From an optimization exercise on the open Yosys and OpenROAD flow, aimed at small area and a short achievable clock period; shortcuts taken in it are not production practice.
Only simulation tests tie the RTL to the original design; equivalence was not proved.
Power is estimated from default activity; no workload was simulated.

==> flow/design.v, too long to show whole: its modules and the start of the top module <==
// module pe: 45 lines
// module mac_0_16: 326 lines
// module mac_16_17: 368 lines
// module mac_17_17: 369 lines
// module mac_17_18: 381 lines
// module csa_fa: 4 lines
// module csa_ha: 4 lines
// module pp_nor: 3 lines
// module inv8: 3 lines
// module skew_buffer: 25 lines
// module systolic_array: 33 lines
// module matrix_accelerator: 30 lines
module matrix_accelerator(
    input  wire        clk,
    input  wire        rst,
    input  wire        load_weight,
    input  wire [31:0] activation_in,
    output wire [95:0] result_out
);
  // ...
==> flow/run.sh <==
#!/bin/bash
# synth_recipe.tcl (not shown) runs the flow's synth.tcl, then flattens the netlist and writes it again
# the make line also repeats each setting of config.mk as NAME=value (left out here)
make -C /OpenROAD-flow-scripts/flow DESIGN_CONFIG=/design/flow/config.mk WORK_HOME=/design/flow/orfs CLKGATE_MAP_FILE= SYNTH_SCRIPT=/design/flow/synth_recipe.tcl finish
==> flow/config.mk <==
export PLATFORM = sky130hd
export DESIGN_NAME = matrix_accelerator
export DESIGN_NICKNAME = matrix_accelerator
export VERILOG_FILES = /design/flow/design.v
export SDC_FILE = /design/flow/constraint.sdc
export NUM_CORES = 4
export LEC_CHECK = 0
export CAP_MARGIN = 20
export CORE_MARGIN = 2
export CORE_UTILIZATION = 40
export CTS_CLUSTER_DIAMETER = 120
export CTS_CLUSTER_SIZE = 22
export SETUP_SLACK_MARGIN = 3.5
export SLEW_MARGIN = 20
export SYNTH_HIERARCHICAL = 1
export SYNTH_MINIMUM_KEEP_SIZE = 0
==> flow/constraint.sdc <==
create_clock -name core_clock -period 8.0 [get_ports {clk}]
set_input_delay 1.6000 -clock core_clock [delete_from_list [all_inputs] [get_ports {clk}]]
set_output_delay 1.6000 -clock core_clock [all_outputs]
set_load 0.01 [all_outputs]
==> flow_summary.rst, run 1 <==
.. list-table::
   :header-rows: 1

   * - Metric
     - Value
   * - Worst Reg-to-Reg Cells
     - 13
   * - I/O pin count
     - 131
   * - Seq area share
     - 25.2%
   * - Ratio of cells with drive above 1 in the final layout
     - around 5.6%
   * - Relative max-transition margin
     - 41.9%
   * - Syn avg cell area
     - ~11 µm²
   * - Total area of sequential cells
     - roughly 13,000 µm²
   * - CP max FO
     - 7
   * - Buffers from clock root to sink, at most
     - 3
   * - Shortest clock period the worst path allows after layout
     - 4.41 ns
   * - Horizontal extent of the die
     - 347 µm
   * - Leakage
     - approximately 23 nW
   * - Drt total wl
     - between 100,000 and 150,000 µm
   * - Placed insts
     - roughly 6,100
   * - Post-Route Utilization
     - 43.6%
   * - Post-synthesis cell count
     - 4,476
   * - Registers with the highest flip-flop counts
     - array_core.ROW.c3.out_e: 72 flops, array_core.ROW.c1.out_e: 68 flops, array_core.ROW.c2.out_e: 68 flops
   * - Comb group
     - 15.5 mW
   * - Hold Path End
     - skew_unit.d2_2[0]$_DFF_PP0_
   * - Count of clock-net buffers in the final layout
     - 50
   * - Highest-power group
     - combinational logic
   * - Pin count of the biggest net entering global routing
     - roughly 120
   * - Max stage delay on crit path
     - approximately 0.45 ns
   * - Non-filler instance count after layout
     - 6,127
   * - Signal arrival time at the worst endpoint
     - around 5.0 ns
   * - Multi-input gate area in the final layout
     - 32,200 µm²
   * - Worst supply voltage drop on vdd
     - between 0.2 and 0.3 mV
   * - Switching power share of the total
     - 47.4%
   * - Most prevalent standard cell on the critical path
     - sky130_fd_sc_hd__fa_1
   * - Nonclk buf count
     - 148
   * - Worst setup margin
     - between 3 and 4 ns
   * - Number of flip-flops in the largest register
     - 72
   * - RSZ-0062 raised after global routing
     - yes
   * - Wire length on met3
     - between 4000 and 5000 µm
   * - Run status
     - complete, no violations
==> module pe, before the edit <==
module pe #(
    parameter WI = 0,       
    parameter WO = 16,      
    parameter SOUTH = 1     
) (
    input  wire                 clk,
    input  wire                 rst,
    input  wire                 load_weight,
    input  wire                 hold,        
    input  wire [7:0]           in_n,
    input  wire [7:0]           in_m,        
    input  wire [(WI>0?WI:1)-1:0] in_w,
    output wire [7:0]           out_s,
    output reg  [WO-1:0]        out_e
);
    reg  [7:0]    weight_reg;
    wire [WO-1:0] d;         
    generate
        if (WI == 0) begin : C0
            mac_0_16 mac (.a(in_m), .b(weight_reg), .hold(hold), .rst(rst), .d(d));
        end else begin : CJ
            if (WI == 16)
                mac_16_17 mac (.a(in_m), .b(weight_reg), .e(in_w), .hold(hold), .rst(rst), .d(d));
            else if (WO == 17)
                mac_17_17 mac (.a(in_m), .b(weight_reg), .e(in_w), .hold(hold), .rst(rst), .d(d));
            else
                mac_17_18 mac (.a(in_m), .b(weight_reg), .e(in_w), .hold(hold), .rst(rst), .d(d));
        end
    endgenerate
    generate
        if (SOUTH) begin : S
            reg [7:0] q;
            always @(posedge clk or posedge rst)
                if (rst) q <= 8'd0;
                else     q <= in_n;
            assign out_s = q;
        end else begin : NS
            assign out_s = 8'd0;
        end
    endgenerate
    always @(posedge clk)
        if (load_weight) weight_reg <= in_n;
    always @(posedge clk)
        out_e <= d;
endmodule
==> module mac_0_16, before the edit <==
module mac_0_16 (
    input  wire [7:0] a,
    input  wire [7:0] b,
    input  wire hold,
    input  wire rst,
    output wire [15:0] d
);
    wire [7:0] an, bn;    
    inv8 ua (.a(a), .y(an));
    inv8 ub (.a(b), .y(bn));
    wire t0;
    pp_nor ut0 (.a(an[0]), .b(bn[0]), .y(t0));
    wire t1;
    pp_nor ut1 (.a(an[0]), .b(bn[1]), .y(t1));
    wire t2;
    pp_nor ut2 (.a(an[0]), .b(bn[2]), .y(t2));
    wire t3;
    pp_nor ut3 (.a(an[0]), .b(bn[3]), .y(t3));
    wire t4;
    pp_nor ut4 (.a(an[0]), .b(bn[4]), .y(t4));
    wire t5;
    pp_nor ut5 (.a(an[0]), .b(bn[5]), .y(t5));
    wire t6;
    pp_nor ut6 (.a(an[0]), .b(bn[6]), .y(t6));
    wire t7 = ~(a[0] & b[7]);
    wire t8;
    pp_nor ut8 (.a(an[1]), .b(bn[0]), .y(t8));
    wire t9;
    pp_nor ut9 (.a(an[1]), .b(bn[1]), .y(t9));
    wire t10;
    pp_nor ut10 (.a(an[1]), .b(bn[2]), .y(t10));
    wire t11;
    pp_nor ut11 (.a(an[1]), .b(bn[3]), .y(t11));
    wire t12;
    pp_nor ut12 (.a(an[1]), .b(bn[4]), .y(t12));
    wire t13;
    pp_nor ut13 (.a(an[1]), .b(bn[5]), .y(t13));
    wire t14;
    pp_nor ut14 (.a(an[1]), .b(bn[6]), .y(t14));
    wire t15 = ~(a[1] & b[7]);
    wire t16;
    pp_nor ut16 (.a(an[2]), .b(bn[0]), .y(t16));
    wire t17;
    pp_nor ut17 (.a(an[2]), .b(bn[1]), .y(t17));
    wire t18;
    pp_nor ut18 (.a(an[2]), .b(bn[2]), .y(t18));
    wire t19;
    pp_nor ut19 (.a(an[2]), .b(bn[3]), .y(t19));
    wire t20;
    pp_nor ut20 (.a(an[2]), .b(bn[4]), .y(t20));
    wire t21;
    pp_nor ut21 (.a(an[2]), .b(bn[5]), .y(t21));
    wire t22;
    pp_nor ut22 (.a(an[2]), .b(bn[6]), .y(t22));
    wire t23 = ~(a[2] & b[7]);
    wire t24;
    pp_nor ut24 (.a(an[3]), .b(bn[0]), .y(t24));
    wire t25;
    pp_nor ut25 (.a(an[3]), .b(bn[1]), .y(t25));
    wire t26;
    pp_nor ut26 (.a(an[3]), .b(bn[2]), .y(t26));
    wire t27;
    pp_nor ut27 (.a(an[3]), .b(bn[3]), .y(t27));
    wire t28;
    pp_nor ut28 (.a(an[3]), .b(bn[4]), .y(t28));
    wire t29;
    pp_nor ut29 (.a(an[3]), .b(bn[5]), .y(t29));
    wire t30;
    pp_nor ut30 (.a(an[3]), .b(bn[6]), .y(t30));
    wire t31 = ~(a[3] & b[7]);
    wire t32;
    pp_nor ut32 (.a(an[4]), .b(bn[0]), .y(t32));
    wire t33;
    pp_nor ut33 (.a(an[4]), .b(bn[1]), .y(t33));
    wire t34;
    pp_nor ut34 (.a(an[4]), .b(bn[2]), .y(t34));
    wire t35;
    pp_nor ut35 (.a(an[4]), .b(bn[3]), .y(t35));
    wire t36;
    pp_nor ut36 (.a(an[4]), .b(bn[4]), .y(t36));
    wire t37;
    pp_nor ut37 (.a(an[4]), .b(bn[5]), .y(t37));
    wire t38;
    pp_nor ut38 (.a(an[4]), .b(bn[6]), .y(t38));
    wire t39 = ~(a[4] & b[7]);
    wire t40;
    pp_nor ut40 (.a(an[5]), .b(bn[0]), .y(t40));
    wire t41;
    pp_nor ut41 (.a(an[5]), .b(bn[1]), .y(t41));
    wire t42;
    pp_nor ut42 (.a(an[5]), .b(bn[2]), .y(t42));
    wire t43;
    pp_nor ut43 (.a(an[5]), .b(bn[3]), .y(t43));
    wire t44;
    pp_nor ut44 (.a(an[5]), .b(bn[4]), .y(t44));
    wire t45;
    pp_nor ut45 (.a(an[5]), .b(bn[5]), .y(t45));
    wire t46;
    pp_nor ut46 (.a(an[5]), .b(bn[6]), .y(t46));
    wire t47 = ~(a[5] & b[7]);
    wire t48;
    pp_nor ut48 (.a(an[6]), .b(bn[0]), .y(t48));
    wire t49;
    pp_nor ut49 (.a(an[6]), .b(bn[1]), .y(t49));
    wire t50;
    pp_nor ut50 (.a(an[6]), .b(bn[2]), .y(t50));
    wire t51;
    pp_nor ut51 (.a(an[6]), .b(bn[3]), .y(t51));
    wire t52;
    pp_nor ut52 (.a(an[6]), .b(bn[4]), .y(t52));
    wire t53;
    pp_nor ut53 (.a(an[6]), .b(bn[5]), .y(t53));
    wire t54;
    pp_nor ut54 (.a(an[6]), .b(bn[6]), .y(t54));
    wire t55 = ~(a[6] & b[7]);
    wire t56 = ~(a[7] & b[0]);
    wire t57 = ~(a[7] & b[1]);
    wire t58 = ~(a[7] & b[2]);
    wire t59 = ~(a[7] & b[3]);
    wire t60 = ~(a[7] & b[4]);
    wire t61 = ~(a[7] & b[5]);
    wire t62 = ~(a[7] & b[6]);
    wire t63;
    pp_nor ut63 (.a(an[7]), .b(bn[7]), .y(t63));
    wire t64, t65;
    csa_ha ut64 (.a(t2), .b(t9), .s(t64), .co(t65));
    wire t66, t67;
    csa_fa ut66 (.a(t3), .b(t10), .c(t17), .s(t66), .co(t67));
    wire t68, t69;
    csa_ha ut68 (.a(t24), .b(t65), .s(t68), .co(t69));
    wire t70, t71;
    csa_fa ut70 (.a(t4), .b(t11), .c(t18), .s(t70), .co(t71));
    wire t72, t73;
    csa_fa ut72 (.a(t25), .b(t32), .c(t67), .s(t72), .co(t73));
    wire t74, t75;
    csa_ha ut74 (.a(t69), .b(t70), .s(t74), .co(t75));
    wire t76, t77;
    csa_fa ut76 (.a(t5), .b(t12), .c(t19), .s(t76), .co(t77));
    wire t78, t79;
    csa_fa ut78 (.a(t26), .b(t33), .c(t40), .s(t78), .co(t79));
    wire t80, t81;
    csa_fa ut80 (.a(t71), .b(t76), .c(t78), .s(t80), .co(t81));
    wire t82, t83;
    csa_ha ut82 (.a(t75), .b(t73), .s(t82), .co(t83));
    wire t84, t85;
    csa_fa ut84 (.a(t6), .b(t13), .c(t20), .s(t84), .co(t85));
    wire t86, t87;
    csa_fa ut86 (.a(t27), .b(t34), .c(t41), .s(t86), .co(t87));
    wire t88, t89;
    csa_fa ut88 (.a(t48), .b(t77), .c(t79), .s(t88), .co(t89));
    wire t90, t91;
    csa_fa ut90 (.a(t84), .b(t86), .c(t81), .s(t90), .co(t91));
    wire t92, t93;
    csa_ha ut92 (.a(t88), .b(t83), .s(t92), .co(t93));
    wire t94, t95;
    csa_fa ut94 (.a(t7), .b(t14), .c(t21), .s(t94), .co(t95));
    wire t96, t97;
    csa_fa ut96 (.a(t28), .b(t35), .c(t42), .s(t96), .co(t97));
    wire t98, t99;
    csa_fa ut98 (.a(t49), .b(t56), .c(t85), .s(t98), .co(t99));
    wire t100, t101;
    csa_fa ut100 (.a(t87), .b(t94), .c(t96), .s(t100), .co(t101));
    wire t102, t103;
    csa_fa ut102 (.a(t89), .b(t98), .c(t100), .s(t102), .co(t103));
    wire t104, t105;
    csa_ha ut104 (.a(t91), .b(t93), .s(t104), .co(t105));
    wire t106 = ~(t15 ^ t22);
    wire t107 = t15 | t22;
    wire t108, t109;
    csa_fa ut108 (.a(t29), .b(t36), .c(t43), .s(t108), .co(t109));
    wire t110, t111;
    csa_fa ut110 (.a(t50), .b(t57), .c(t95), .s(t110), .co(t111));
    wire t112, t113;
    csa_fa ut112 (.a(t97), .b(t106), .c(t108), .s(t112), .co(t113));
    wire t114, t115;
    csa_fa ut114 (.a(t99), .b(t101), .c(t110), .s(t114), .co(t115));
    wire t116, t117;
    csa_fa ut116 (.a(t112), .b(t103), .c(t114), .s(t116), .co(t117));
    wire t118, t119;
    csa_fa ut118 (.a(t23), .b(t30), .c(t37), .s(t118), .co(t119));
    wire t120, t121;
    csa_fa ut120 (.a(t44), .b(t51), .c(t58), .s(t120), .co(t121));
    wire t122, t123;
    csa_fa ut122 (.a(t107), .b(t109), .c(t118), .s(t122), .co(t123));
    wire t124, t125;
    csa_fa ut124 (.a(t120), .b(t111), .c(t113), .s(t124), .co(t125));
    wire t126, t127;
    csa_fa ut126 (.a(t122), .b(t115), .c(t124), .s(t126), .co(t127));
    wire t128, t129;
    csa_fa ut128 (.a(t31), .b(t38), .c(t45), .s(t128), .co(t129));
    wire t130, t131;
    csa_fa ut130 (.a(t52), .b(t59), .c(t119), .s(t130), .co(t131));
    wire t132, t133;
    csa_fa ut132 (.a(t121), .b(t128), .c(t123), .s(t132), .co(t133));
    wire t134, t135;
    csa_fa ut134 (.a(t130), .b(t125), .c(t132), .s(t134), .co(t135));
    wire t136, t137;
    csa_fa ut136 (.a(t39), .b(t46), .c(t53), .s(t136), .co(t137));
    wire t138, t139;
    csa_fa ut138 (.a(t60), .b(t129), .c(t136), .s(t138), .co(t139));
    wire t140, t141;
    csa_fa ut140 (.a(t131), .b(t138), .c(t133), .s(t140), .co(t141));
    wire t142, t143;
    csa_fa ut142 (.a(t47), .b(t54), .c(t61), .s(t142), .co(t143));
    wire t144, t145;
    csa_fa ut144 (.a(t137), .b(t142), .c(t139), .s(t144), .co(t145));
    wire t146, t147;
    csa_fa ut146 (.a(t55), .b(t62), .c(t143), .s(t146), .co(t147));
    wire t148 = t0 & 1'b0;
    wire t149 = t1 & t8;
    wire t150 = t16 & t64;
    wire t151 = t66 & t68;
    wire t152 = t72 & t74;
    wire t153 = t80 & t82;
    wire t154 = t90 & t92;
    wire t155 = t102 & t104;
    wire t156 = t105 & t116;
    wire t157 = t117 & t126;
    wire t158 = t127 & t134;
    wire t159 = t135 & t140;
    wire t160 = t141 & t144;
    wire t161 = t145 & t146;
    wire t162 = t63 & t147;
    wire t163 = 1'b1 & 1'b0;
    wire t164 = t0 ^ 1'b0;
    wire t165 = t1 ^ t8;
    wire t166 = t16 ^ t64;
    wire t167 = t66 ^ t68;
    wire t168 = t72 ^ t74;
    wire t169 = t80 ^ t82;
    wire t170 = t90 ^ t92;
    wire t171 = t102 ^ t104;
    wire t172 = t105 ^ t116;
    wire t173 = t117 ^ t126;
    wire t174 = t127 ^ t134;
    wire t175 = t135 ^ t140;
    wire t176 = t141 ^ t144;
    wire t177 = t145 ^ t146;
    wire t178 = t63 ^ t147;
    wire t179 = 1'b1 ^ 1'b0;
    wire t180 = t149 | (t165 & t148);
    wire t181 = t150 | (t166 & t180);
    wire t182 = t151 | (t167 & t181);
    wire t183 = t152 | (t168 & t182);
    wire t184 = t153 | (t169 & t183);
    wire t185 = t155 | (t171 & t154);
    wire t186 = t171 & t170;
    wire t187 = t156 | (t172 & t155);
    wire t188 = t172 & t171;
    wire t189 = t157 | (t173 & t156);
    wire t190 = t173 & t172;
    wire t191 = t158 | (t174 & t157);
    wire t192 = t174 & t173;
    wire t193 = t159 | (t175 & t158);
    wire t194 = t175 & t174;
    wire t195 = t160 | (t176 & t159);
    wire t196 = t176 & t175;
    wire t197 = t161 | (t177 & t160);
    wire t198 = t177 & t176;
    wire t199 = t162 | (t178 & t161);
    wire t200 = t178 & t177;
    wire t201 = t163 | (t179 & t162);
    wire t202 = t179 & t178;
    wire t203 = t187 | (t188 & t154);
    wire t204 = t188 & t170;
    wire t205 = t189 | (t190 & t185);
    wire t206 = t190 & t186;
    wire t207 = t191 | (t192 & t187);
    wire t208 = t192 & t188;
    wire t209 = t193 | (t194 & t189);
    wire t210 = t194 & t190;
    wire t211 = t195 | (t196 & t191);
    wire t212 = t196 & t192;
    wire t213 = t197 | (t198 & t193);
    wire t214 = t198 & t194;
    wire t215 = t199 | (t200 & t195);
    wire t216 = t200 & t196;
    wire t217 = t201 | (t202 & t197);
    wire t218 = t202 & t198;
    wire t219 = t207 | (t208 & t154);
    wire t220 = t208 & t170;
    wire t221 = t209 | (t210 & t185);
    wire t222 = t210 & t186;
    wire t223 = t211 | (t212 & t203);
    wire t224 = t212 & t204;
    wire t225 = t213 | (t214 & t205);
    wire t226 = t214 & t206;
    wire t227 = t215 | (t216 & t207);
    wire t228 = t216 & t208;
    wire t229 = t217 | (t218 & t209);
    wire t230 = t218 & t210;
    wire t231 = t227 | (t228 & t154);
    wire t232 = t228 & t170;
    wire t233 = t229 | (t230 & t185);
    wire t234 = t230 & t186;
    wire t235 = t154 | (t170 & t184);
    wire t236 = t185 | (t186 & t184);
    wire t237 = t203 | (t204 & t184);
    wire t238 = t205 | (t206 & t184);
    wire t239 = t219 | (t220 & t184);
    wire t240 = t221 | (t222 & t184);
    wire t241 = t223 | (t224 & t184);
    wire t242 = t225 | (t226 & t184);
    wire t243 = t231 | (t232 & t184);
    wire t244 = t233 | (t234 & t184);
    wire t245 = t165 ^ t148;
    wire t246 = t166 ^ t180;
    wire t247 = t167 ^ t181;
    wire t248 = t168 ^ t182;
    wire t249 = t169 ^ t183;
    wire t250 = t170 ^ t184;
    wire t251 = t171 ^ t235;
    wire t252 = t172 ^ t236;
    wire t253 = t173 ^ t237;
    wire t254 = t174 ^ t238;
    wire t255 = t175 ^ t239;
    wire t256 = t176 ^ t240;
    wire t257 = t177 ^ t241;
    wire t258 = t178 ^ t242;
    wire t259 = t179 ^ t243;
    wire [15:0] ra = {1'b1, t63, t145, t141, t135, t127, t117, t105, t102, t90, t80, t72, t66, t16, t1, t0};
    wire [15:0] rb = {1'b0, t147, t146, t144, t140, t134, t126, t116, t104, t92, t82, t74, t68, t64, t8, 1'b0};
    wire [15:0] y = {t259, t258, t257, t256, t255, t254, t253, t252, t251, t250, t249, t248, t247, t246, t245, t164};
    wire [15:0] e_ext = 16'd0;
    assign d = rst ? 16'd0 : hold ? e_ext : y;
endmodule
==> module mac_16_17, before the edit <==
module mac_16_17 (
    input  wire [7:0] a,
    input  wire [7:0] b,
    input  wire [15:0] e,
    input  wire hold,
    input  wire rst,
    output wire [16:0] d
);
    wire [7:0] an, bn;    
    inv8 ua (.a(a), .y(an));
    inv8 ub (.a(b), .y(bn));
    wire t0;
    pp_nor ut0 (.a(an[0]), .b(bn[0]), .y(t0));
    wire t1;
    pp_nor ut1 (.a(an[0]), .b(bn[1]), .y(t1));
    wire t2;
    pp_nor ut2 (.a(an[0]), .b(bn[2]), .y(t2));
    wire t3;
    pp_nor ut3 (.a(an[0]), .b(bn[3]), .y(t3));
    wire t4;
    pp_nor ut4 (.a(an[0]), .b(bn[4]), .y(t4));
    wire t5;
    pp_nor ut5 (.a(an[0]), .b(bn[5]), .y(t5));
    wire t6;
    pp_nor ut6 (.a(an[0]), .b(bn[6]), .y(t6));
    wire t7 = ~(a[0] & b[7]);
    wire t8;
    pp_nor ut8 (.a(an[1]), .b(bn[0]), .y(t8));
    wire t9;
    pp_nor ut9 (.a(an[1]), .b(bn[1]), .y(t9));
    wire t10;
    pp_nor ut10 (.a(an[1]), .b(bn[2]), .y(t10));
    wire t11;
    pp_nor ut11 (.a(an[1]), .b(bn[3]), .y(t11));
    wire t12;
    pp_nor ut12 (.a(an[1]), .b(bn[4]), .y(t12));
    wire t13;
    pp_nor ut13 (.a(an[1]), .b(bn[5]), .y(t13));
    wire t14;
    pp_nor ut14 (.a(an[1]), .b(bn[6]), .y(t14));
    wire t15 = ~(a[1] & b[7]);
    wire t16;
    pp_nor ut16 (.a(an[2]), .b(bn[0]), .y(t16));
    wire t17;
    pp_nor ut17 (.a(an[2]), .b(bn[1]), .y(t17));
    wire t18;
    pp_nor ut18 (.a(an[2]), .b(bn[2]), .y(t18));
    wire t19;
    pp_nor ut19 (.a(an[2]), .b(bn[3]), .y(t19));
    wire t20;
    pp_nor ut20 (.a(an[2]), .b(bn[4]), .y(t20));
    wire t21;
    pp_nor ut21 (.a(an[2]), .b(bn[5]), .y(t21));
    wire t22;
    pp_nor ut22 (.a(an[2]), .b(bn[6]), .y(t22));
    wire t23 = ~(a[2] & b[7]);
    wire t24;
    pp_nor ut24 (.a(an[3]), .b(bn[0]), .y(t24));
    wire t25;
    pp_nor ut25 (.a(an[3]), .b(bn[1]), .y(t25));
    wire t26;
    pp_nor ut26 (.a(an[3]), .b(bn[2]), .y(t26));
    wire t27;
    pp_nor ut27 (.a(an[3]), .b(bn[3]), .y(t27));
    wire t28;
    pp_nor ut28 (.a(an[3]), .b(bn[4]), .y(t28));
    wire t29;
    pp_nor ut29 (.a(an[3]), .b(bn[5]), .y(t29));
    wire t30;
    pp_nor ut30 (.a(an[3]), .b(bn[6]), .y(t30));
    wire t31 = ~(a[3] & b[7]);
    wire t32;
    pp_nor ut32 (.a(an[4]), .b(bn[0]), .y(t32));
    wire t33;
    pp_nor ut33 (.a(an[4]), .b(bn[1]), .y(t33));
    wire t34;
    pp_nor ut34 (.a(an[4]), .b(bn[2]), .y(t34));
    wire t35;
    pp_nor ut35 (.a(an[4]), .b(bn[3]), .y(t35));
    wire t36;
    pp_nor ut36 (.a(an[4]), .b(bn[4]), .y(t36));
    wire t37;
    pp_nor ut37 (.a(an[4]), .b(bn[5]), .y(t37));
    wire t38;
    pp_nor ut38 (.a(an[4]), .b(bn[6]), .y(t38));
    wire t39 = ~(a[4] & b[7]);
    wire t40;
    pp_nor ut40 (.a(an[5]), .b(bn[0]), .y(t40));
    wire t41;
    pp_nor ut41 (.a(an[5]), .b(bn[1]), .y(t41));
    wire t42;
    pp_nor ut42 (.a(an[5]), .b(bn[2]), .y(t42));
    wire t43;
    pp_nor ut43 (.a(an[5]), .b(bn[3]), .y(t43));
    wire t44;
    pp_nor ut44 (.a(an[5]), .b(bn[4]), .y(t44));
    wire t45;
    pp_nor ut45 (.a(an[5]), .b(bn[5]), .y(t45));
    wire t46;
    pp_nor ut46 (.a(an[5]), .b(bn[6]), .y(t46));
    wire t47 = ~(a[5] & b[7]);
    wire t48;
    pp_nor ut48 (.a(an[6]), .b(bn[0]), .y(t48));
    wire t49;
    pp_nor ut49 (.a(an[6]), .b(bn[1]), .y(t49));
    wire t50;
    pp_nor ut50 (.a(an[6]), .b(bn[2]), .y(t50));
    wire t51;
    pp_nor ut51 (.a(an[6]), .b(bn[3]), .y(t51));
    wire t52;
    pp_nor ut52 (.a(an[6]), .b(bn[4]), .y(t52));
    wire t53;
    pp_nor ut53 (.a(an[6]), .b(bn[5]), .y(t53));
    wire t54;
    pp_nor ut54 (.a(an[6]), .b(bn[6]), .y(t54));
    wire t55 = ~(a[6] & b[7]);
    wire t56 = ~(a[7] & b[0]);
    wire t57 = ~(a[7] & b[1]);
    wire t58 = ~(a[7] & b[2]);
    wire t59 = ~(a[7] & b[3]);
    wire t60 = ~(a[7] & b[4]);
    wire t61 = ~(a[7] & b[5]);
    wire t62 = ~(a[7] & b[6]);
    wire t63;
    pp_nor ut63 (.a(an[7]), .b(bn[7]), .y(t63));
    wire t64 = ~e[15];
    wire t65, t66;
    csa_ha ut65 (.a(e[1]), .b(t1), .s(t65), .co(t66));
    wire t67, t68;
    csa_fa ut67 (.a(e[2]), .b(t2), .c(t9), .s(t67), .co(t68));
    wire t69, t70;
    csa_ha ut69 (.a(t16), .b(t66), .s(t69), .co(t70));
    wire t71, t72;
    csa_fa ut71 (.a(e[3]), .b(t3), .c(t10), .s(t71), .co(t72));
    wire t73, t74;
    csa_fa ut73 (.a(t17), .b(t24), .c(t68), .s(t73), .co(t74));
    wire t75, t76;
    csa_ha ut75 (.a(t70), .b(t71), .s(t75), .co(t76));
    wire t77, t78;
    csa_fa ut77 (.a(e[4]), .b(t4), .c(t11), .s(t77), .co(t78));
    wire t79, t80;
    csa_fa ut79 (.a(t18), .b(t25), .c(t32), .s(t79), .co(t80));
    wire t81, t82;
    csa_fa ut81 (.a(t72), .b(t77), .c(t79), .s(t81), .co(t82));
    wire t83, t84;
    csa_ha ut83 (.a(t76), .b(t74), .s(t83), .co(t84));
    wire t85, t86;
    csa_fa ut85 (.a(e[5]), .b(t5), .c(t12), .s(t85), .co(t86));
    wire t87, t88;
    csa_fa ut87 (.a(t19), .b(t26), .c(t33), .s(t87), .co(t88));
    wire t89, t90;
    csa_fa ut89 (.a(t40), .b(t78), .c(t80), .s(t89), .co(t90));
    wire t91, t92;
    csa_fa ut91 (.a(t85), .b(t87), .c(t82), .s(t91), .co(t92));
    wire t93, t94;
    csa_ha ut93 (.a(t89), .b(t84), .s(t93), .co(t94));
    wire t95, t96;
    csa_fa ut95 (.a(e[6]), .b(t6), .c(t13), .s(t95), .co(t96));
    wire t97, t98;
    csa_fa ut97 (.a(t20), .b(t27), .c(t34), .s(t97), .co(t98));
    wire t99, t100;
    csa_fa ut99 (.a(t41), .b(t48), .c(t86), .s(t99), .co(t100));
    wire t101, t102;
    csa_fa ut101 (.a(t88), .b(t95), .c(t97), .s(t101), .co(t102));
    wire t103, t104;
    csa_fa ut103 (.a(t90), .b(t99), .c(t101), .s(t103), .co(t104));
    wire t105, t106;
    csa_ha ut105 (.a(t92), .b(t94), .s(t105), .co(t106));
    wire t107, t108;
    csa_fa ut107 (.a(e[7]), .b(t7), .c(t14), .s(t107), .co(t108));
    wire t109, t110;
    csa_fa ut109 (.a(t21), .b(t28), .c(t35), .s(t109), .co(t110));
    wire t111, t112;
    csa_fa ut111 (.a(t42), .b(t49), .c(t56), .s(t111), .co(t112));
    wire t113, t114;
    csa_fa ut113 (.a(t96), .b(t98), .c(t107), .s(t113), .co(t114));
    wire t115, t116;
    csa_fa ut115 (.a(t109), .b(t111), .c(t100), .s(t115), .co(t116));
    wire t117, t118;
    csa_fa ut117 (.a(t102), .b(t113), .c(t115), .s(t117), .co(t118));
    wire t119, t120;
    csa_ha ut119 (.a(t104), .b(t106), .s(t119), .co(t120));
    wire t121 = ~(e[8] ^ t15);
    wire t122 = e[8] | t15;
    wire t123, t124;
    csa_fa ut123 (.a(t22), .b(t29), .c(t36), .s(t123), .co(t124));
    wire t125, t126;
    csa_fa ut125 (.a(t43), .b(t50), .c(t57), .s(t125), .co(t126));
    wire t127, t128;
    csa_fa ut127 (.a(t108), .b(t110), .c(t112), .s(t127), .co(t128));
    wire t129, t130;
    csa_fa ut129 (.a(t121), .b(t123), .c(t125), .s(t129), .co(t130));
    wire t131, t132;
    csa_fa ut131 (.a(t114), .b(t127), .c(t129), .s(t131), .co(t132));
    wire t133, t134;
    csa_fa ut133 (.a(t116), .b(t131), .c(t118), .s(t133), .co(t134));
    wire t135, t136;
    csa_fa ut135 (.a(e[9]), .b(t23), .c(t30), .s(t135), .co(t136));
    wire t137, t138;
    csa_fa ut137 (.a(t37), .b(t44), .c(t51), .s(t137), .co(t138));
    wire t139, t140;
    csa_fa ut139 (.a(t58), .b(t122), .c(t124), .s(t139), .co(t140));
    wire t141, t142;
    csa_fa ut141 (.a(t126), .b(t135), .c(t137), .s(t141), .co(t142));
    wire t143, t144;
    csa_fa ut143 (.a(t128), .b(t130), .c(t139), .s(t143), .co(t144));
    wire t145, t146;
    csa_fa ut145 (.a(t141), .b(t132), .c(t143), .s(t145), .co(t146));
    wire t147, t148;
    csa_fa ut147 (.a(e[10]), .b(t31), .c(t38), .s(t147), .co(t148));
    wire t149, t150;
    csa_fa ut149 (.a(t45), .b(t52), .c(t59), .s(t149), .co(t150));
    wire t151, t152;
    csa_fa ut151 (.a(t136), .b(t138), .c(t147), .s(t151), .co(t152));
    wire t153, t154;
    csa_fa ut153 (.a(t149), .b(t140), .c(t142), .s(t153), .co(t154));
    wire t155, t156;
    csa_fa ut155 (.a(t151), .b(t144), .c(t153), .s(t155), .co(t156));
    wire t157, t158;
    csa_fa ut157 (.a(e[11]), .b(t39), .c(t46), .s(t157), .co(t158));
    wire t159, t160;
    csa_fa ut159 (.a(t53), .b(t60), .c(t148), .s(t159), .co(t160));
    wire t161, t162;
    csa_fa ut161 (.a(t150), .b(t157), .c(t152), .s(t161), .co(t162));
    wire t163, t164;
    csa_fa ut163 (.a(t159), .b(t154), .c(t161), .s(t163), .co(t164));
    wire t165, t166;
    csa_fa ut165 (.a(e[12]), .b(t47), .c(t54), .s(t165), .co(t166));
    wire t167, t168;
    csa_fa ut167 (.a(t61), .b(t158), .c(t165), .s(t167), .co(t168));
    wire t169, t170;
    csa_fa ut169 (.a(t160), .b(t167), .c(t162), .s(t169), .co(t170));
    wire t171, t172;
    csa_fa ut171 (.a(e[13]), .b(t55), .c(t62), .s(t171), .co(t172));
    wire t173, t174;
    csa_fa ut173 (.a(t166), .b(t171), .c(t168), .s(t173), .co(t174));
    wire t175, t176;
    csa_fa ut175 (.a(e[14]), .b(t63), .c(t172), .s(t175), .co(t176));
    wire t177 = t0 & e[0];
    wire t178 = t8 & t65;
    wire t179 = t67 & t69;
    wire t180 = t73 & t75;
    wire t181 = t81 & t83;
    wire t182 = t91 & t93;
    wire t183 = t103 & t105;
    wire t184 = t117 & t119;
    wire t185 = t120 & t133;
    wire t186 = t134 & t145;
    wire t187 = t146 & t155;
    wire t188 = t156 & t163;
    wire t189 = t164 & t169;
    wire t190 = t170 & t173;
    wire t191 = t174 & t175;
    wire t192 = t64 & t176;
    wire t193 = 1'b1 & 1'b0;
    wire t194 = t0 ^ e[0];
    wire t195 = t8 ^ t65;
    wire t196 = t67 ^ t69;
    wire t197 = t73 ^ t75;
    wire t198 = t81 ^ t83;
    wire t199 = t91 ^ t93;
    wire t200 = t103 ^ t105;
    wire t201 = t117 ^ t119;
    wire t202 = t120 ^ t133;
    wire t203 = t134 ^ t145;
    wire t204 = t146 ^ t155;
    wire t205 = t156 ^ t163;
    wire t206 = t164 ^ t169;
    wire t207 = t170 ^ t173;
    wire t208 = t174 ^ t175;
    wire t209 = t64 ^ t176;
    wire t210 = 1'b1 ^ 1'b0;
    wire t211 = t178 | (t195 & t177);
    wire t212 = t179 | (t196 & t211);
    wire t213 = t180 | (t197 & t212);
    wire t214 = t181 | (t198 & t213);
    wire t215 = t182 | (t199 & t214);
    wire t216 = t184 | (t201 & t183);
    wire t217 = t201 & t200;
    wire t218 = t185 | (t202 & t184);
    wire t219 = t202 & t201;
    wire t220 = t186 | (t203 & t185);
    wire t221 = t203 & t202;
    wire t222 = t187 | (t204 & t186);
    wire t223 = t204 & t203;
    wire t224 = t188 | (t205 & t187);
    wire t225 = t205 & t204;
    wire t226 = t189 | (t206 & t188);
    wire t227 = t206 & t205;
    wire t228 = t190 | (t207 & t189);
    wire t229 = t207 & t206;
    wire t230 = t191 | (t208 & t190);
    wire t231 = t208 & t207;
    wire t232 = t192 | (t209 & t191);
    wire t233 = t209 & t208;
    wire t234 = t193 | (t210 & t192);
    wire t235 = t210 & t209;
    wire t236 = t218 | (t219 & t183);
    wire t237 = t219 & t200;
    wire t238 = t220 | (t221 & t216);
    wire t239 = t221 & t217;
    wire t240 = t222 | (t223 & t218);
    wire t241 = t223 & t219;
    wire t242 = t224 | (t225 & t220);
    wire t243 = t225 & t221;
    wire t244 = t226 | (t227 & t222);
    wire t245 = t227 & t223;
    wire t246 = t228 | (t229 & t224);
    wire t247 = t229 & t225;
    wire t248 = t230 | (t231 & t226);
    wire t249 = t231 & t227;
    wire t250 = t232 | (t233 & t228);
    wire t251 = t233 & t229;
    wire t252 = t234 | (t235 & t230);
    wire t253 = t235 & t231;
    wire t254 = t240 | (t241 & t183);
    wire t255 = t241 & t200;
    wire t256 = t242 | (t243 & t216);
    wire t257 = t243 & t217;
    wire t258 = t244 | (t245 & t236);
    wire t259 = t245 & t237;
    wire t260 = t246 | (t247 & t238);
    wire t261 = t247 & t239;
    wire t262 = t248 | (t249 & t240);
    wire t263 = t249 & t241;
    wire t264 = t250 | (t251 & t242);
    wire t265 = t251 & t243;
    wire t266 = t252 | (t253 & t244);
    wire t267 = t253 & t245;
    wire t268 = t262 | (t263 & t183);
    wire t269 = t263 & t200;
    wire t270 = t264 | (t265 & t216);
    wire t271 = t265 & t217;
    wire t272 = t266 | (t267 & t236);
    wire t273 = t267 & t237;
    wire t274 = t183 | (t200 & t215);
    wire t275 = t216 | (t217 & t215);
    wire t276 = t236 | (t237 & t215);
    wire t277 = t238 | (t239 & t215);
    wire t278 = t254 | (t255 & t215);
    wire t279 = t256 | (t257 & t215);
    wire t280 = t258 | (t259 & t215);
    wire t281 = t260 | (t261 & t215);
    wire t282 = t268 | (t269 & t215);
    wire t283 = t270 | (t271 & t215);
    wire t284 = t272 | (t273 & t215);
    wire t285 = t195 ^ t177;
    wire t286 = t196 ^ t211;
    wire t287 = t197 ^ t212;
    wire t288 = t198 ^ t213;
    wire t289 = t199 ^ t214;
    wire t290 = t200 ^ t215;
    wire t291 = t201 ^ t274;
    wire t292 = t202 ^ t275;
    wire t293 = t203 ^ t276;
    wire t294 = t204 ^ t277;
    wire t295 = t205 ^ t278;
    wire t296 = t206 ^ t279;
    wire t297 = t207 ^ t280;
    wire t298 = t208 ^ t281;
    wire t299 = t209 ^ t282;
    wire t300 = t210 ^ t283;
    wire [16:0] ra = {1'b1, t64, t174, t170, t164, t156, t146, t134, t120, t117, t103, t91, t81, t73, t67, t8, t0};
    wire [16:0] rb = {1'b0, t176, t175, t173, t169, t163, t155, t145, t133, t119, t105, t93, t83, t75, t69, t65, e[0]};
    wire [16:0] y = {t300, t299, t298, t297, t296, t295, t294, t293, t292, t291, t290, t289, t288, t287, t286, t285, t194};
    wire [16:0] e_ext = {{1{e[15]}}, e};
    assign d = rst ? 17'd0 : hold ? e_ext : y;
endmodule
==> module mac_17_17, before the edit <==
module mac_17_17 (
    input  wire [7:0] a,
    input  wire [7:0] b,
    input  wire [16:0] e,
    input  wire hold,
    input  wire rst,
    output wire [16:0] d
);
    wire [7:0] an, bn;    
    inv8 ua (.a(a), .y(an));
    inv8 ub (.a(b), .y(bn));
    wire t0;
    pp_nor ut0 (.a(an[0]), .b(bn[0]), .y(t0));
    wire t1;
    pp_nor ut1 (.a(an[0]), .b(bn[1]), .y(t1));
    wire t2;
    pp_nor ut2 (.a(an[0]), .b(bn[2]), .y(t2));
    wire t3;
    pp_nor ut3 (.a(an[0]), .b(bn[3]), .y(t3));
    wire t4;
    pp_nor ut4 (.a(an[0]), .b(bn[4]), .y(t4));
    wire t5;
    pp_nor ut5 (.a(an[0]), .b(bn[5]), .y(t5));
    wire t6;
    pp_nor ut6 (.a(an[0]), .b(bn[6]), .y(t6));
    wire t7 = ~(a[0] & b[7]);
    wire t8;
    pp_nor ut8 (.a(an[1]), .b(bn[0]), .y(t8));
    wire t9;
    pp_nor ut9 (.a(an[1]), .b(bn[1]), .y(t9));
    wire t10;
    pp_nor ut10 (.a(an[1]), .b(bn[2]), .y(t10));
    wire t11;
    pp_nor ut11 (.a(an[1]), .b(bn[3]), .y(t11));
    wire t12;
    pp_nor ut12 (.a(an[1]), .b(bn[4]), .y(t12));
    wire t13;
    pp_nor ut13 (.a(an[1]), .b(bn[5]), .y(t13));
    wire t14;
    pp_nor ut14 (.a(an[1]), .b(bn[6]), .y(t14));
    wire t15 = ~(a[1] & b[7]);
    wire t16;
    pp_nor ut16 (.a(an[2]), .b(bn[0]), .y(t16));
    wire t17;
    pp_nor ut17 (.a(an[2]), .b(bn[1]), .y(t17));
    wire t18;
    pp_nor ut18 (.a(an[2]), .b(bn[2]), .y(t18));
    wire t19;
    pp_nor ut19 (.a(an[2]), .b(bn[3]), .y(t19));
    wire t20;
    pp_nor ut20 (.a(an[2]), .b(bn[4]), .y(t20));
    wire t21;
    pp_nor ut21 (.a(an[2]), .b(bn[5]), .y(t21));
    wire t22;
    pp_nor ut22 (.a(an[2]), .b(bn[6]), .y(t22));
    wire t23 = ~(a[2] & b[7]);
    wire t24;
    pp_nor ut24 (.a(an[3]), .b(bn[0]), .y(t24));
    wire t25;
    pp_nor ut25 (.a(an[3]), .b(bn[1]), .y(t25));
    wire t26;
    pp_nor ut26 (.a(an[3]), .b(bn[2]), .y(t26));
    wire t27;
    pp_nor ut27 (.a(an[3]), .b(bn[3]), .y(t27));
    wire t28;
    pp_nor ut28 (.a(an[3]), .b(bn[4]), .y(t28));
    wire t29;
    pp_nor ut29 (.a(an[3]), .b(bn[5]), .y(t29));
    wire t30;
    pp_nor ut30 (.a(an[3]), .b(bn[6]), .y(t30));
    wire t31 = ~(a[3] & b[7]);
    wire t32;
    pp_nor ut32 (.a(an[4]), .b(bn[0]), .y(t32));
    wire t33;
    pp_nor ut33 (.a(an[4]), .b(bn[1]), .y(t33));
    wire t34;
    pp_nor ut34 (.a(an[4]), .b(bn[2]), .y(t34));
    wire t35;
    pp_nor ut35 (.a(an[4]), .b(bn[3]), .y(t35));
    wire t36;
    pp_nor ut36 (.a(an[4]), .b(bn[4]), .y(t36));
    wire t37;
    pp_nor ut37 (.a(an[4]), .b(bn[5]), .y(t37));
    wire t38;
    pp_nor ut38 (.a(an[4]), .b(bn[6]), .y(t38));
    wire t39 = ~(a[4] & b[7]);
    wire t40;
    pp_nor ut40 (.a(an[5]), .b(bn[0]), .y(t40));
    wire t41;
    pp_nor ut41 (.a(an[5]), .b(bn[1]), .y(t41));
    wire t42;
    pp_nor ut42 (.a(an[5]), .b(bn[2]), .y(t42));
    wire t43;
    pp_nor ut43 (.a(an[5]), .b(bn[3]), .y(t43));
    wire t44;
    pp_nor ut44 (.a(an[5]), .b(bn[4]), .y(t44));
    wire t45;
    pp_nor ut45 (.a(an[5]), .b(bn[5]), .y(t45));
    wire t46;
    pp_nor ut46 (.a(an[5]), .b(bn[6]), .y(t46));
    wire t47 = ~(a[5] & b[7]);
    wire t48;
    pp_nor ut48 (.a(an[6]), .b(bn[0]), .y(t48));
    wire t49;
    pp_nor ut49 (.a(an[6]), .b(bn[1]), .y(t49));
    wire t50;
    pp_nor ut50 (.a(an[6]), .b(bn[2]), .y(t50));
    wire t51;
    pp_nor ut51 (.a(an[6]), .b(bn[3]), .y(t51));
    wire t52;
    pp_nor ut52 (.a(an[6]), .b(bn[4]), .y(t52));
    wire t53;
    pp_nor ut53 (.a(an[6]), .b(bn[5]), .y(t53));
    wire t54;
    pp_nor ut54 (.a(an[6]), .b(bn[6]), .y(t54));
    wire t55 = ~(a[6] & b[7]);
    wire t56 = ~(a[7] & b[0]);
    wire t57 = ~(a[7] & b[1]);
    wire t58 = ~(a[7] & b[2]);
    wire t59 = ~(a[7] & b[3]);
    wire t60 = ~(a[7] & b[4]);
    wire t61 = ~(a[7] & b[5]);
    wire t62 = ~(a[7] & b[6]);
    wire t63;
    pp_nor ut63 (.a(an[7]), .b(bn[7]), .y(t63));
    wire t64 = ~e[16];
    wire t65, t66;
    csa_ha ut65 (.a(e[1]), .b(t1), .s(t65), .co(t66));
    wire t67, t68;
    csa_fa ut67 (.a(e[2]), .b(t2), .c(t9), .s(t67), .co(t68));
    wire t69, t70;
    csa_ha ut69 (.a(t16), .b(t66), .s(t69), .co(t70));
    wire t71, t72;
    csa_fa ut71 (.a(e[3]), .b(t3), .c(t10), .s(t71), .co(t72));
    wire t73, t74;
    csa_fa ut73 (.a(t17), .b(t24), .c(t68), .s(t73), .co(t74));
    wire t75, t76;
    csa_ha ut75 (.a(t70), .b(t71), .s(t75), .co(t76));
    wire t77, t78;
    csa_fa ut77 (.a(e[4]), .b(t4), .c(t11), .s(t77), .co(t78));
    wire t79, t80;
    csa_fa ut79 (.a(t18), .b(t25), .c(t32), .s(t79), .co(t80));
    wire t81, t82;
    csa_fa ut81 (.a(t72), .b(t77), .c(t79), .s(t81), .co(t82));
    wire t83, t84;
    csa_ha ut83 (.a(t76), .b(t74), .s(t83), .co(t84));
    wire t85, t86;
    csa_fa ut85 (.a(e[5]), .b(t5), .c(t12), .s(t85), .co(t86));
    wire t87, t88;
    csa_fa ut87 (.a(t19), .b(t26), .c(t33), .s(t87), .co(t88));
    wire t89, t90;
    csa_fa ut89 (.a(t40), .b(t78), .c(t80), .s(t89), .co(t90));
    wire t91, t92;
    csa_fa ut91 (.a(t85), .b(t87), .c(t82), .s(t91), .co(t92));
    wire t93, t94;
    csa_ha ut93 (.a(t89), .b(t84), .s(t93), .co(t94));
    wire t95, t96;
    csa_fa ut95 (.a(e[6]), .b(t6), .c(t13), .s(t95), .co(t96));
    wire t97, t98;
    csa_fa ut97 (.a(t20), .b(t27), .c(t34), .s(t97), .co(t98));
    wire t99, t100;
    csa_fa ut99 (.a(t41), .b(t48), .c(t86), .s(t99), .co(t100));
    wire t101, t102;
    csa_fa ut101 (.a(t88), .b(t95), .c(t97), .s(t101), .co(t102));
    wire t103, t104;
    csa_fa ut103 (.a(t90), .b(t99), .c(t101), .s(t103), .co(t104));
    wire t105, t106;
    csa_ha ut105 (.a(t92), .b(t94), .s(t105), .co(t106));
    wire t107, t108;
    csa_fa ut107 (.a(e[7]), .b(t7), .c(t14), .s(t107), .co(t108));
    wire t109, t110;
    csa_fa ut109 (.a(t21), .b(t28), .c(t35), .s(t109), .co(t110));
    wire t111, t112;
    csa_fa ut111 (.a(t42), .b(t49), .c(t56), .s(t111), .co(t112));
    wire t113, t114;
    csa_fa ut113 (.a(t96), .b(t98), .c(t107), .s(t113), .co(t114));
    wire t115, t116;
    csa_fa ut115 (.a(t109), .b(t111), .c(t100), .s(t115), .co(t116));
    wire t117, t118;
    csa_fa ut117 (.a(t102), .b(t113), .c(t115), .s(t117), .co(t118));
    wire t119, t120;
    csa_ha ut119 (.a(t104), .b(t106), .s(t119), .co(t120));
    wire t121 = ~(e[8] ^ t15);
    wire t122 = e[8] | t15;
    wire t123, t124;
    csa_fa ut123 (.a(t22), .b(t29), .c(t36), .s(t123), .co(t124));
    wire t125, t126;
    csa_fa ut125 (.a(t43), .b(t50), .c(t57), .s(t125), .co(t126));
    wire t127, t128;
    csa_fa ut127 (.a(t108), .b(t110), .c(t112), .s(t127), .co(t128));
    wire t129, t130;
    csa_fa ut129 (.a(t121), .b(t123), .c(t125), .s(t129), .co(t130));
    wire t131, t132;
    csa_fa ut131 (.a(t114), .b(t127), .c(t129), .s(t131), .co(t132));
    wire t133, t134;
    csa_fa ut133 (.a(t116), .b(t131), .c(t118), .s(t133), .co(t134));
    wire t135, t136;
    csa_fa ut135 (.a(e[9]), .b(t23), .c(t30), .s(t135), .co(t136));
    wire t137, t138;
    csa_fa ut137 (.a(t37), .b(t44), .c(t51), .s(t137), .co(t138));
    wire t139, t140;
    csa_fa ut139 (.a(t58), .b(t122), .c(t124), .s(t139), .co(t140));
    wire t141, t142;
    csa_fa ut141 (.a(t126), .b(t135), .c(t137), .s(t141), .co(t142));
    wire t143, t144;
    csa_fa ut143 (.a(t128), .b(t130), .c(t139), .s(t143), .co(t144));
    wire t145, t146;
    csa_fa ut145 (.a(t141), .b(t132), .c(t143), .s(t145), .co(t146));
    wire t147, t148;
    csa_fa ut147 (.a(e[10]), .b(t31), .c(t38), .s(t147), .co(t148));
    wire t149, t150;
    csa_fa ut149 (.a(t45), .b(t52), .c(t59), .s(t149), .co(t150));
    wire t151, t152;
    csa_fa ut151 (.a(t136), .b(t138), .c(t147), .s(t151), .co(t152));
    wire t153, t154;
    csa_fa ut153 (.a(t149), .b(t140), .c(t142), .s(t153), .co(t154));
    wire t155, t156;
    csa_fa ut155 (.a(t151), .b(t144), .c(t153), .s(t155), .co(t156));
    wire t157, t158;
    csa_fa ut157 (.a(e[11]), .b(t39), .c(t46), .s(t157), .co(t158));
    wire t159, t160;
    csa_fa ut159 (.a(t53), .b(t60), .c(t148), .s(t159), .co(t160));
    wire t161, t162;
    csa_fa ut161 (.a(t150), .b(t157), .c(t152), .s(t161), .co(t162));
    wire t163, t164;
    csa_fa ut163 (.a(t159), .b(t154), .c(t161), .s(t163), .co(t164));
    wire t165, t166;
    csa_fa ut165 (.a(e[12]), .b(t47), .c(t54), .s(t165), .co(t166));
    wire t167, t168;
    csa_fa ut167 (.a(t61), .b(t158), .c(t165), .s(t167), .co(t168));
    wire t169, t170;
    csa_fa ut169 (.a(t160), .b(t167), .c(t162), .s(t169), .co(t170));
    wire t171, t172;
    csa_fa ut171 (.a(e[13]), .b(t55), .c(t62), .s(t171), .co(t172));
    wire t173, t174;
    csa_fa ut173 (.a(t166), .b(t171), .c(t168), .s(t173), .co(t174));
    wire t175, t176;
    csa_fa ut175 (.a(e[14]), .b(t63), .c(t172), .s(t175), .co(t176));
    wire t177 = ~e[15];
    wire t178 = t0 & e[0];
    wire t179 = t8 & t65;
    wire t180 = t67 & t69;
    wire t181 = t73 & t75;
    wire t182 = t81 & t83;
    wire t183 = t91 & t93;
    wire t184 = t103 & t105;
    wire t185 = t117 & t119;
    wire t186 = t120 & t133;
    wire t187 = t134 & t145;
    wire t188 = t146 & t155;
    wire t189 = t156 & t163;
    wire t190 = t164 & t169;
    wire t191 = t170 & t173;
    wire t192 = t174 & t175;
    wire t193 = t176 & t177;
    wire t194 = t64 & e[15];
    wire t195 = t0 ^ e[0];
    wire t196 = t8 ^ t65;
    wire t197 = t67 ^ t69;
    wire t198 = t73 ^ t75;
    wire t199 = t81 ^ t83;
    wire t200 = t91 ^ t93;
    wire t201 = t103 ^ t105;
    wire t202 = t117 ^ t119;
    wire t203 = t120 ^ t133;
    wire t204 = t134 ^ t145;
    wire t205 = t146 ^ t155;
    wire t206 = t156 ^ t163;
    wire t207 = t164 ^ t169;
    wire t208 = t170 ^ t173;
    wire t209 = t174 ^ t175;
    wire t210 = t176 ^ t177;
    wire t211 = t64 ^ e[15];
    wire t212 = t179 | (t196 & t178);
    wire t213 = t180 | (t197 & t212);
    wire t214 = t181 | (t198 & t213);
    wire t215 = t182 | (t199 & t214);
    wire t216 = t183 | (t200 & t215);
    wire t217 = t185 | (t202 & t184);
    wire t218 = t202 & t201;
    wire t219 = t186 | (t203 & t185);
    wire t220 = t203 & t202;
    wire t221 = t187 | (t204 & t186);
    wire t222 = t204 & t203;
    wire t223 = t188 | (t205 & t187);
    wire t224 = t205 & t204;
    wire t225 = t189 | (t206 & t188);
    wire t226 = t206 & t205;
    wire t227 = t190 | (t207 & t189);
    wire t228 = t207 & t206;
    wire t229 = t191 | (t208 & t190);
    wire t230 = t208 & t207;
    wire t231 = t192 | (t209 & t191);
    wire t232 = t209 & t208;
    wire t233 = t193 | (t210 & t192);
    wire t234 = t210 & t209;
    wire t235 = t194 | (t211 & t193);
    wire t236 = t211 & t210;
    wire t237 = t219 | (t220 & t184);
    wire t238 = t220 & t201;
    wire t239 = t221 | (t222 & t217);
    wire t240 = t222 & t218;
    wire t241 = t223 | (t224 & t219);
    wire t242 = t224 & t220;
    wire t243 = t225 | (t226 & t221);
    wire t244 = t226 & t222;
    wire t245 = t227 | (t228 & t223);
    wire t246 = t228 & t224;
    wire t247 = t229 | (t230 & t225);
    wire t248 = t230 & t226;
    wire t249 = t231 | (t232 & t227);
    wire t250 = t232 & t228;
    wire t251 = t233 | (t234 & t229);
    wire t252 = t234 & t230;
    wire t253 = t235 | (t236 & t231);
    wire t254 = t236 & t232;
    wire t255 = t241 | (t242 & t184);
    wire t256 = t242 & t201;
    wire t257 = t243 | (t244 & t217);
    wire t258 = t244 & t218;
    wire t259 = t245 | (t246 & t237);
    wire t260 = t246 & t238;
    wire t261 = t247 | (t248 & t239);
    wire t262 = t248 & t240;
    wire t263 = t249 | (t250 & t241);
    wire t264 = t250 & t242;
    wire t265 = t251 | (t252 & t243);
    wire t266 = t252 & t244;
    wire t267 = t253 | (t254 & t245);
    wire t268 = t254 & t246;
    wire t269 = t263 | (t264 & t184);
    wire t270 = t264 & t201;
    wire t271 = t265 | (t266 & t217);
    wire t272 = t266 & t218;
    wire t273 = t267 | (t268 & t237);
    wire t274 = t268 & t238;
    wire t275 = t184 | (t201 & t216);
    wire t276 = t217 | (t218 & t216);
    wire t277 = t237 | (t238 & t216);
    wire t278 = t239 | (t240 & t216);
    wire t279 = t255 | (t256 & t216);
    wire t280 = t257 | (t258 & t216);
    wire t281 = t259 | (t260 & t216);
    wire t282 = t261 | (t262 & t216);
    wire t283 = t269 | (t270 & t216);
    wire t284 = t271 | (t272 & t216);
    wire t285 = t273 | (t274 & t216);
    wire t286 = t196 ^ t178;
    wire t287 = t197 ^ t212;
    wire t288 = t198 ^ t213;
    wire t289 = t199 ^ t214;
    wire t290 = t200 ^ t215;
    wire t291 = t201 ^ t216;
    wire t292 = t202 ^ t275;
    wire t293 = t203 ^ t276;
    wire t294 = t204 ^ t277;
    wire t295 = t205 ^ t278;
    wire t296 = t206 ^ t279;
    wire t297 = t207 ^ t280;
    wire t298 = t208 ^ t281;
    wire t299 = t209 ^ t282;
    wire t300 = t210 ^ t283;
    wire t301 = t211 ^ t284;
    wire [16:0] ra = {t64, t176, t174, t170, t164, t156, t146, t134, t120, t117, t103, t91, t81, t73, t67, t8, t0};
    wire [16:0] rb = {e[15], t177, t175, t173, t169, t163, t155, t145, t133, t119, t105, t93, t83, t75, t69, t65, e[0]};
    wire [16:0] y = {t301, t300, t299, t298, t297, t296, t295, t294, t293, t292, t291, t290, t289, t288, t287, t286, t195};
    wire [16:0] e_ext = {{0{e[16]}}, e};
    assign d = rst ? 17'd0 : hold ? e_ext : y;
endmodule
==> module systolic_array, before the edit <==
module systolic_array(
    input  wire        clk,
    input  wire        rst,
    input  wire        load_weight,
    input  wire        hold,
    input  wire [31:0] in_n,
    input  wire [31:0] in_m,        
    output wire [95:0] out_e
);
    genvar i, j;
    generate
        for (i = 0; i < 4; i = i + 1) begin : ROW
            wire [7:0]  n0, n1, n2, n3;
            wire [7:0]  m0, m1, m2, m3;
            wire [15:0] e0;
            wire [16:0] e1, e2;
            wire [17:0] e3;
            wire [7:0]  s0, s1, s2, s3;
            if (i == 0) begin : TOP
                assign {n3, n2, n1, n0} = in_n;
                assign {m3, m2, m1, m0} = in_m;
            end else begin : BELOW
                assign {n3, n2, n1, n0} = {ROW[i-1].s3, ROW[i-1].s2, ROW[i-1].s1, ROW[i-1].s0};
                assign {m3, m2, m1, m0} = {n3, n2, n1, n0};
            end
            pe #(.WI(0),  .WO(16), .SOUTH(i < 3)) c0 (clk, rst, load_weight, hold, n0, m0, 1'b0, s0, e0);
            pe #(.WI(16), .WO(17), .SOUTH(i < 3)) c1 (clk, rst, load_weight, hold, n1, m1, e0,   s1, e1);
            pe #(.WI(17), .WO(17), .SOUTH(i < 3)) c2 (clk, rst, load_weight, hold, n2, m2, e1,   s2, e2);
            pe #(.WI(17), .WO(18), .SOUTH(i < 3)) c3 (clk, rst, load_weight, hold, n3, m3, e2,   s3, e3);
            assign out_e[24*i +: 24] = {{6{e3[17]}}, e3};
        end
    endgenerate
endmodule
==> run 2: changes to the inputs <==
--- a/flow/design.v
+++ b/flow/design.v
@@ -7,7 +7,8 @@
     input  wire                 clk,
     input  wire                 rst,
     input  wire                 load_weight,
-    input  wire                 hold,        
+    input  wire                 sel_w,       
+    input  wire                 sel_s,       
     input  wire [7:0]           in_n,
     input  wire [7:0]           in_m,        
     input  wire [(WI>0?WI:1)-1:0] in_w,
@@ -18,14 +19,14 @@
     wire [WO-1:0] d;         
     generate
         if (WI == 0) begin : C0
-            mac_0_16 mac (.a(in_m), .b(weight_reg), .hold(hold), .rst(rst), .d(d));
+            mac_0_16 mac (.a(in_m), .b(weight_reg), .se(sel_w), .sy(sel_s), .d(d));
         end else begin : CJ
             if (WI == 16)
-                mac_16_17 mac (.a(in_m), .b(weight_reg), .e(in_w), .hold(hold), .rst(rst), .d(d));
+                mac_16_17 mac (.a(in_m), .b(weight_reg), .e(in_w), .se(sel_w), .sy(sel_s), .d(d));
             else if (WO == 17)
-                mac_17_17 mac (.a(in_m), .b(weight_reg), .e(in_w), .hold(hold), .rst(rst), .d(d));
+                mac_17_17 mac (.a(in_m), .b(weight_reg), .e(in_w), .se(sel_w), .sy(sel_s), .d(d));
             else
-                mac_17_18 mac (.a(in_m), .b(weight_reg), .e(in_w), .hold(hold), .rst(rst), .d(d));
+                mac_17_18 mac (.a(in_m), .b(weight_reg), .e(in_w), .se(sel_w), .sy(sel_s), .d(d));
         end
     endgenerate
     generate
@@ -47,8 +48,8 @@
 module mac_0_16 (
     input  wire [7:0] a,
     input  wire [7:0] b,
-    input  wire hold,
-    input  wire rst,
+    input  wire se,       
+    input  wire sy,       
     output wire [15:0] d
 );
     wire [7:0] an, bn;    
@@ -368,14 +369,14 @@
     wire [15:0] rb = {1'b0, t147, t146, t144, t140, t134, t126, t116, t104, t92, t82, t74, t68, t64, t8, 1'b0};
     wire [15:0] y = {t259, t258, t257, t256, t255, t254, t253, t252, t251, t250, t249, t248, t247, t246, t245, t164};
     wire [15:0] e_ext = 16'd0;
-    assign d = rst ? 16'd0 : hold ? e_ext : y;
+    assign d = ({16{se}} & e_ext) | ({16{sy}} & y);
 endmodule
 module mac_16_17 (
     input  wire [7:0] a,
     input  wire [7:0] b,
     input  wire [15:0] e,
-    input  wire hold,
-    input  wire rst,
+    input  wire se,       
+    input  wire sy,       
     output wire [16:0] d
 );
     wire [7:0] an, bn;    
@@ -736,14 +737,14 @@
     wire [16:0] rb = {1'b0, t176, t175, t173, t169, t163, t155, t145, t133, t119, t105, t93, t83, t75, t69, t65, e[0]};
     wire [16:0] y = {t300, t299, t298, t297, t296, t295, t294, t293, t292, t291, t290, t289, t288, t287, t286, t285, t194};
     wire [16:0] e_ext = {{1{e[15]}}, e};
-    assign d = rst ? 17'd0 : hold ? e_ext : y;
+    assign d = ({17{se}} & e_ext) | ({17{sy}} & y);
 endmodule
 module mac_17_17 (
     input  wire [7:0] a,
     input  wire [7:0] b,
     input  wire [16:0] e,
-    input  wire hold,
-    input  wire rst,
+    input  wire se,       
+    input  wire sy,       
     output wire [16:0] d
 );
     wire [7:0] an, bn;    
@@ -1105,14 +1106,14 @@
     wire [16:0] rb = {e[15], t177, t175, t173, t169, t163, t155, t145, t133, t119, t105, t93, t83, t75, t69, t65, e[0]};
     wire [16:0] y = {t301, t300, t299, t298, t297, t296, t295, t294, t293, t292, t291, t290, t289, t288, t287, t286, t195};
     wire [16:0] e_ext = {{0{e[16]}}, e};
-    assign d = rst ? 17'd0 : hold ? e_ext : y;
+    assign d = ({17{se}} & e_ext) | ({17{sy}} & y);
 endmodule
 module mac_17_18 (
     input  wire [7:0] a,
     input  wire [7:0] b,
     input  wire [16:0] e,
-    input  wire hold,
-    input  wire rst,
+    input  wire se,       
+    input  wire sy,       
     output wire [17:0] d
 );
     wire [7:0] an, bn;    
@@ -1486,7 +1487,7 @@
     wire [17:0] rb = {1'b0, e[15], t177, t175, t173, t169, t163, t155, t145, t133, t119, t105, t93, t83, t75, t69, t65, e[0]};
     wire [17:0] y = {t313, t312, t311, t310, t309, t308, t307, t306, t305, t304, t303, t302, t301, t300, t299, t298, t297, t196};
     wire [17:0] e_ext = {{1{e[16]}}, e};
-    assign d = rst ? 18'd0 : hold ? e_ext : y;
+    assign d = ({18{se}} & e_ext) | ({18{sy}} & y);
 endmodule
 module csa_fa (input wire a, input wire b, input wire c, output wire s, output wire co);
     assign s  = a ^ b ^ c;
@@ -1533,7 +1534,8 @@
     input  wire        clk,
     input  wire        rst,
     input  wire        load_weight,
-    input  wire        hold,
+    input  wire        sel_w,       
+    input  wire        sel_s,       
     input  wire [31:0] in_n,
     input  wire [31:0] in_m,        
     output wire [95:0] out_e
@@ -1554,10 +1556,10 @@
                 assign {n3, n2, n1, n0} = {ROW[i-1].s3, ROW[i-1].s2, ROW[i-1].s1, ROW[i-1].s0};
                 assign {m3, m2, m1, m0} = {n3, n2, n1, n0};
             end
-            pe #(.WI(0),  .WO(16), .SOUTH(i < 3)) c0 (clk, rst, load_weight, hold, n0, m0, 1'b0, s0, e0);
-            pe #(.WI(16), .WO(17), .SOUTH(i < 3)) c1 (clk, rst, load_weight, hold, n1, m1, e0,   s1, e1);
-            pe #(.WI(17), .WO(17), .SOUTH(i < 3)) c2 (clk, rst, load_weight, hold, n2, m2, e1,   s2, e2);
-            pe #(.WI(17), .WO(18), .SOUTH(i < 3)) c3 (clk, rst, load_weight, hold, n3, m3, e2,   s3, e3);
+            pe #(.WI(0),  .WO(16), .SOUTH(i < 3)) c0 (clk, rst, load_weight, sel_w, sel_s, n0, m0, 1'b0, s0, e0);
+            pe #(.WI(16), .WO(17), .SOUTH(i < 3)) c1 (clk, rst, load_weight, sel_w, sel_s, n1, m1, e0,   s1, e1);
+            pe #(.WI(17), .WO(17), .SOUTH(i < 3)) c2 (clk, rst, load_weight, sel_w, sel_s, n2, m2, e1,   s2, e2);
+            pe #(.WI(17), .WO(18), .SOUTH(i < 3)) c3 (clk, rst, load_weight, sel_w, sel_s, n3, m3, e2,   s3, e3);
             assign out_e[24*i +: 24] = {{6{e3[17]}}, e3};
         end
     endgenerate
@@ -1581,13 +1583,15 @@
     always @(posedge clk or posedge rst)
         if (rst)              valid <= 1'b0;
         else if (load_weight) valid <= 1'b1;
+    wire hold = load_weight | ~valid;
     wire [31:0] in_n = {load_weight ? activation_in[31:8] : skewed[31:8],
                         activation_in[7:0]};
     systolic_array array_core (
         .clk(clk),
         .rst(rst),
         .load_weight(load_weight),
-        .hold(load_weight | ~valid),
+        .sel_w(hold & ~rst),
+        .sel_s(~hold & ~rst),
         .in_n(in_n),
         .in_m(skewed),   
         .out_e(result_out)
==> run 2 against run 1 <==
  * Still clean on timing, DRC and antenna
  * Synthesized cell count is 1.7% lower
  * Hold slack worse by 0.0012 ns
  * Combinational power fell by 11%
  * Sequential power decreased by 1%
  * Final cell count down 0.67%
  * Non-clock buffer count increased by 45
  * Clock power grew 9%
  * Global-route usage increased by 0.20 points
  * Die area is 1.7% lower
  * Sequential share of layout area is 0.12 points higher
  * Fmax rose by 0.17%
  * Via count down 2.4%
==> flow_summary.rst, run 2 <==
.. list-table::
   :header-rows: 1

   * - Metric
     - Value
   * - Run status
     - complete, no violations
   * - Post-synthesis cell count
     - 4,398 (-1.7%)
   * - Worst setup margin
     - 3.60 ns (+0.00765 ns)
   * - Signal arrival time at the worst endpoint
     - 4.90 ns (-0.06 ns)
   * - Worst supply voltage drop on vdd
     - 0.266 mV (+6.3%)
   * - Effective utilization at floorplan
     - approximately 40%
   * - Registers with the highest flip-flop counts
     - array_core.ROW.c3.out_e: 72 flops, array_core.ROW.c1.out_e: 68 flops, array_core.ROW.c2.out_e: 68 flops
   * - Total global-route track usage
     - 18.9%
   * - Ratio of cells with drive above 1 in the final layout
     - 7.96% (+2.4 points)
   * - Share of the clock period used by the worst path after layout
     - 55.0%
   * - Post-synthesis instance area
     - ~46,000 µm²
   * - First drt pass iteration count
     - 5
   * - Overall die height
     - 345 µm
   * - I/O pin count
     - 131 (unchanged)
   * - Post-Route Utilization
     - 44.5% (+0.92 points)
   * - Horizontal extent of the die
     - 345 µm (-0.84%)
   * - Global placer's final weighted congestion
     - between 0.8 and 0.9
   * - Syn avg cell area
     - 10.5 µm² (about the same)
   * - Fin Clk Skew
     - 0.0321 ns
   * - Buffers from clock root to sink, at most
     - 3 (unchanged)
   * - Critical path data required time
     - 8.49 ns
   * - Shortest clock period the worst path allows after layout
     - 4.40 ns (-0.00765 ns)
   * - Estimated wirelength of the detail-placed design
     - roughly 86,000 µm
   * - Leakage
     - 22.7 nW (-0.90%)
   * - Cts bufs inserted
     - 34
   * - CP max FO
     - 7 (unchanged)
   * - Endpoint class of the critical path
     - flop
   * - Number of flip-flops in the largest register
     - 72 (unchanged)
   * - Relative max-transition margin
     - 46.8% (+4.9 points)
   * - RSZ-0062 raised after global routing
     - yes
   * - DRC
     - 0
   * - Drt total wl
     - 108,000 µm (-2.1%)
   * - Most prevalent standard cell on the critical path
     - sky130_fd_sc_hd__fa_1
   * - Pin count of the biggest net entering global routing
     - 127 (+3.3%)
[run 2: power by group]
part / switching [mW] / internal (mW)
clock: 1.05 / 0.863
sequential: 0.477 / 3.35
combinational: 7.35 / 6.45
[run 2: area by class of cell]
cell class / instances / area (µm²) / area share, %
diodes: 1 / 2.50 / 0.00490
clock buffers: 49 / 948 / 1.86
clock inverters: 12 / 125 / 0.245
inverters: 563 / 2170 / 4.26
multi-input cells: 3211 / 31200 / 61.1
flip-flops and latches: 545 / 12900 / 25.3
well taps: 1512 / 1890 / 3.71
repair buffers: 193 / 1770 / 3.48
[run 2: through the flow]
| stage | instances | area (µm²) | hold WS [ns] |
|---|---|---|---|
| after floorplan | 4398 | 46500 | 0.331 |
| after global placement | 5971 | 49300 | 0.332 |
| after detailed placement | 5971 | 49300 | 0.335 |
| after CTS | 6039 | 50500 | 0.351 |
| after global routing | 6085 | 51100 | 0.360 |
| final | 6086 | 51100 | 0.350 |
[run 2: worst register-to-register path, stage by stage, from the launching register on]
cell and delay (ns):
sky130_fd_sc_hd__dfrtp_2 0.49, sky130_fd_sc_hd__clkinvlp_4 0.20, sky130_fd_sc_hd__buf_12 0.17, sky130_fd_sc_hd__buf_4 0.12
sky130_fd_sc_hd__nor2_1 0.12, sky130_fd_sc_hd__fa_1 0.45, sky130_fd_sc_hd__fa_1 0.41, sky130_fd_sc_hd__fa_1 0.39
sky130_fd_sc_hd__ha_1 0.22, sky130_fd_sc_hd__ha_1 0.31, sky130_fd_sc_hd__ha_4 0.30, sky130_fd_sc_hd__nand3b_1 0.14
sky130_fd_sc_hd__a211oi_2 0.31, sky130_fd_sc_hd__o211ai_1 0.15, sky130_fd_sc_hd__a31o_1 0.24, sky130_fd_sc_hd__a32o_1 0.26
[run 2: worst paths after layout]
kind	to	cells past startpoint	startpoint	slack (ns)
setup / recovery	array_core.ROW[0].c0.out_e[12]$_DFF_P_	13	activation_in[5]	3.60
hold / removal	skew_unit.d2_2[6]$_DFF_PP0_	0	skew_unit.d2_1[6]$_DFF_PP0_	0.35
setup reg to reg	array_core.ROW[2].c3.out_e[16]$_DFF_P_	15	array_core.ROW[1].c3.S.q[3]$_DFF_PP0_	3.60
hold reg to reg	skew_unit.d2_2[6]$_DFF_PP0_	0	skew_unit.d2_1[6]$_DFF_PP0_	0.35
max in group asynchronous	skew_unit.d3_1[3]$_DFF_PP0_	4	rst	5.72
min in group asynchronous	valid$_DFFE_PP0P_	3	rst	1.47
[run 2: routing by layer]
metal / track usage [%] / vias up / wire (µm)
met5: 0 / - / 0
met2: 31.7 / 695 / 52200
met3: 2.72 / 151 / 4680
li1: - / 14300 / -
met4: 4.28 / 0 / 2410
met1: 25.9 / 15800 / 48200
[run 2: repair_timing]
action	CTS	global route
setup endpoints to repair	30	61
pin swaps	6	29
gates resized for setup	53	129
buffers inserted	7	46
